What follows belongs to an exercise in optimizing a design on an open flow for small area and a short achievable clock period; a production flow would make more cautious choices.
At most, simulation tests tie the RTL to the original design; equivalence was not proved.
No activity file was given, so power comes from the tool's default toggle rates.

==> flow/design.v (excerpt) <==
module float_adder(
    input   clk,
    input   rst,
    input   [31:0]  x,
    input   [31:0]  y,
    output  [31:0]  z,
    output  [1:0]   overflow  
);
Settings: LEC_CHECK=0, ABC_AREA=1, CAP_MARGIN=10, CORE_MARGIN=2, CORE_UTILIZATION=62, GPL_ROUTABILITY_DRIVEN=0, SETUP_SLACK_MARGIN=2.8, SLEW_MARGIN=10; clock period 5.0 ns.
standard.sh (not shown) runs the stock make flow with config.mk's settings and CLKGATE_MAP_FILE= SYNTH_SCRIPT=/design/flow/synth_recipe.tcl, a recipe that flattens the netlist after the stock synthesis.
==> flow/flow/run.sh <==
#!/bin/bash
# Standard layout (standard.sh), with port buffers made from a plain buffer
# cell and clock tree synthesis without dummy loads.
set -euo pipefail
export BUFFER_PORTS_ARGS="-buffer_cell sky130_fd_sc_hd__buf_1"
export CTS_ARGS="-sink_clustering_enable -repair_clock_nets -dont_use_dummy_load -buf_list sky130_fd_sc_hd__clkbuf_16 -sink_clustering_size 24 -sink_clustering_max_diameter 120"
bash standard.sh > standard.log 2>&1
The first run completed with no timing, DRC or antenna violations.
Next try:
SETUP_SLACK_MARGIN = 2.6   (was 2.8)
What happened: Sequential share of layout area increases by 1.5 points; routed wire length decreases by a few percent; first-iteration DRC count decreases by roughly a tenth; maximum frequency increases slightly; total power decreases by a few percent; sequential power barely changes.
No run of this note included a check of the RTL's function; only the layout flow was run.

Another version of the RTL of float_adder (not shown whole).
Size in the first run: about 100 I/O pins, ~12000 um^2 of cells after synthesis.
export LEC_CHECK = 0
export ABC_AREA = 1
export CAP_MARGIN = 10
export CORE_MARGIN = 2
export CORE_UTILIZATION = 50
export SETUP_SLACK_MARGIN = 2.6
export SLEW_MARGIN = 10
create_clock -name core_clock -period 5.0 [get_ports {clk}]
==> flow/flow/run.sh <==
#!/bin/bash
# Standard layout (standard.sh), with port buffers made from a plain buffer
# cell and clock tree synthesis without dummy loads.
set -euo pipefail
export BUFFER_PORTS_ARGS="-buffer_cell sky130_fd_sc_hd__buf_1"
export CTS_ARGS="-sink_clustering_enable -repair_clock_nets -dont_use_dummy_load -buf_list sky130_fd_sc_hd__clkbuf_16 -sink_clustering_size 30 -sink_clustering_max_diameter 200"
bash standard.sh > standard.log 2>&1
Rerun with:
==> flow/flow/run.sh (replaced) <==
#!/bin/bash
# Standard layout (standard.sh), with port buffers made from a plain buffer
# cell and clock tree synthesis without dummy loads.
set -euo pipefail
export BUFFER_PORTS_ARGS="-buffer_cell sky130_fd_sc_hd__buf_1"
export CTS_ARGS="-sink_clustering_enable -repair_clock_nets -dont_use_dummy_load -buf_list sky130_fd_sc_hd__clkbuf_16 -sink_clustering_size 24 -sink_clustering_max_diameter 120"
bash standard.sh > standard.log 2>&1
Settings changed: CAP_MARGIN 10 to 0, CORE_UTILIZATION 50 to 62, SLEW_MARGIN 10 to 0.
=> Global-route usage rises by 4.5 points; worst hold slack improves by 0.0090 ns; non-clock buffer count shrinks by 6; clock skew falls by 0.020 ns; cell count goes down by about 5%; setup slack gains 0.041 ns; total power shrinks by about 0.38%; synthesized area does not change; clock-buffer cell count is higher by 2; utilization climbs by 13 points; routed wire length went down by about 3.5%.
Rerun with:
==> flow/run.sh (new file) <==
#!/bin/bash
# synth_recipe.tcl (not shown) runs the flow's synth.tcl, then flattens the netlist and writes it again
# the make line also repeats each setting of config.mk as NAME=value (left out here)
make -C /OpenROAD-flow-scripts/flow DESIGN_CONFIG=/design/flow/config.mk WORK_HOME=/design/flow/orfs CLKGATE_MAP_FILE= SYNTH_SCRIPT=/design/flow/synth_recipe.tcl finish
Settings changed: ABC_AREA 1 to default, CAP_MARGIN 0 to 20, CORE_UTILIZATION 62 to 40, SETUP_SLACK_MARGIN 2.6 to 3.0, SLEW_MARGIN 0 to 20.
removed: flow/flow/run.sh
removed: flow/standard.sh
What happened: The new run produced a clean layout. Routed wire length rose by 31%. Clock power rose by 83%. Sequential share of layout area fell by 10 points. Fmax fell by 2.9%. Worst setup slack got worse by 0.069 ns. Design area rose by 35%. Die area rose by about 70%. Worst hold slack stays flat. Power rose by about 30%. Via count rose by 7.9%. Core utilization fell by 16 points.
Rerun with:
==> flow/flow/run.sh (new file) <==
#!/bin/bash
# Standard layout (standard.sh), with port buffers made from a plain buffer
# cell and clock tree synthesis without dummy loads.
set -euo pipefail
export BUFFER_PORTS_ARGS="-buffer_cell sky130_fd_sc_hd__buf_1"
export CTS_ARGS="-sink_clustering_enable -repair_clock_nets -dont_use_dummy_load -buf_list sky130_fd_sc_hd__clkbuf_16 -sink_clustering_size 24 -sink_clustering_max_diameter 120"
bash standard.sh > standard.log 2>&1
==> flow/standard.sh (new file) <==
#!/bin/bash
# synth_recipe.tcl (not shown) runs the flow's synth.tcl, then flattens the netlist and writes it again
# the make line also repeats each setting of config.mk as NAME=value (left out here)
make -C /OpenROAD-flow-scripts/flow DESIGN_CONFIG=/design/flow/config.mk WORK_HOME=/design/flow/orfs CLKGATE_MAP_FILE= SYNTH_SCRIPT=/design/flow/synth_recipe.tcl "${@:-finish}"
Settings changed: ABC_AREA from default to 1, CAP_MARGIN 20 to 10, CORE_UTILIZATION 40 to 62, SETUP_SLACK_MARGIN 3.0 to 2.5, SLEW_MARGIN 20 to 10.
removed: flow/run.sh
After rerunning: Cell count is lower by 8.9%; utilization grows by 15 points; cell area went down by 26%; via count fell by about 7%; die area falls by 41%; power drops by about 25%; maximum frequency decreases by about 2.6%; routed wire length shrinks by about 24%; first-iteration DRC count climbs by 28%.
Rerun with:
==> flow/flow/run.sh (replaced) <==
#!/bin/bash
# Standard layout, with the port buffers made from a plain buffer cell.
set -euo pipefail
export BUFFER_PORTS_ARGS="-buffer_cell sky130_fd_sc_hd__buf_2"
bash standard.sh > standard.log 2>&1
Settings changed: CAP_MARGIN 10 to 20, CORE_UTILIZATION 62 to 50, CTS_BUF_LIST from default to sky130_fd_sc_hd__clkbuf_8, CTS_CLUSTER_SIZE from default to 40, SLEW_MARGIN 10 to 20.
The changed run passed the timing, design-rule and antenna checks; clock-buffer cell count came out higher by 37; die area came out higher by 23%; fmax came out higher by 1.3%; hold slack got worse by 0.086 ns; sequential power hardly moves; utilization came out lower by 10 points; synthesized area stays the same; register-to-register slack got worse by 0.02 ns; cell area came out higher by 6.1%; flip-flop and latch count stays the same; routed wire length came out higher by 3.3%.
Rerun with:
==> flow/flow/run.sh (replaced) <==
#!/bin/bash
# Standard layout (standard.sh), with port buffers made from a plain buffer
# cell and clock tree synthesis without dummy loads.
set -euo pipefail
export BUFFER_PORTS_ARGS="-buffer_cell sky130_fd_sc_hd__buf_1"
export CTS_ARGS="-sink_clustering_enable -repair_clock_nets -dont_use_dummy_load -buf_list sky130_fd_sc_hd__clkbuf_16 -sink_clustering_size 24 -sink_clustering_max_diameter 120"
bash standard.sh > standard.log 2>&1
Settings changed: CAP_MARGIN 20 to 10, CORE_UTILIZATION 50 to 70, CTS_BUF_LIST sky130_fd_sc_hd__clkbuf_8 to default, CTS_CLUSTER_SIZE 40 to default, PLACE_DENSITY from default to 0.8, SETUP_SLACK_MARGIN 2.5 to 2.6, SLEW_MARGIN 20 to 10.
Cell count fell by a little under a tenth.
Utilization rose by 21 points.
Worst setup slack is about the same.
Sequential share of layout area rose by 1.6 points.
Fmax stays flat.
Power fell by a little under a tenth.
Via count rose by a few percent.
Die area fell by a quarter to a third.
Wire length rose slightly.

[what the ideal ports hide]
In the flow no input, the clock included, has a driving cell. The finished layouts below were timed again as built, in two steps.
Step 1 sets driving cells, clkbuf_16 on the clock port and buf_2 on the other inputs (assumed; they add their load-dependent delay and slew).
Step 2, shift: input delay + t, output delay - t, t = (earliest + latest rising clock arrival at the registers) / 2. This alone moves slack from input paths to output paths.
Three values: ideal ports, drivers, drivers and shift; two values: the first two.
run | shift t [ns] | setup WS [ns] | worst setup path after step 2 | worst data-port slew with drivers (ns)
the first run of note 1 | 0.505 | 2.472 / 2.472 / 2.234 | input to register | 0.07
the second run of note 1 | 0.502 | 2.480 / 2.480 / 2.290 | input to register | 0.03
the first run of note 2 | 0.500 | 2.665 / 2.665 / 2.271 | input to register | 0.03
the second run of note 2 | 0.500 | 2.706 / 2.706 / 2.285 | input to register | 0.04
the third run of note 2 | 0.599 | 2.637 / 2.637 / 2.407 | input to register | 0.04
the fourth run of note 2 | 0.502 | 2.573 / 2.593 / 2.091 | input to register | 0.04
the fifth run of note 2 | 0.573 | 2.604 / 2.604 / 2.278 | input to register | 0.03
the sixth run of note 2 | 0.498 | 2.603 / 2.603 / 2.235 | input to register | 0.04
After both steps setup and hold are still met in every run listed. For the fourth run of note 2, which loses most, drivers alone change the setup slack by +0.020 ns; drivers and shift together by -0.482 ns.
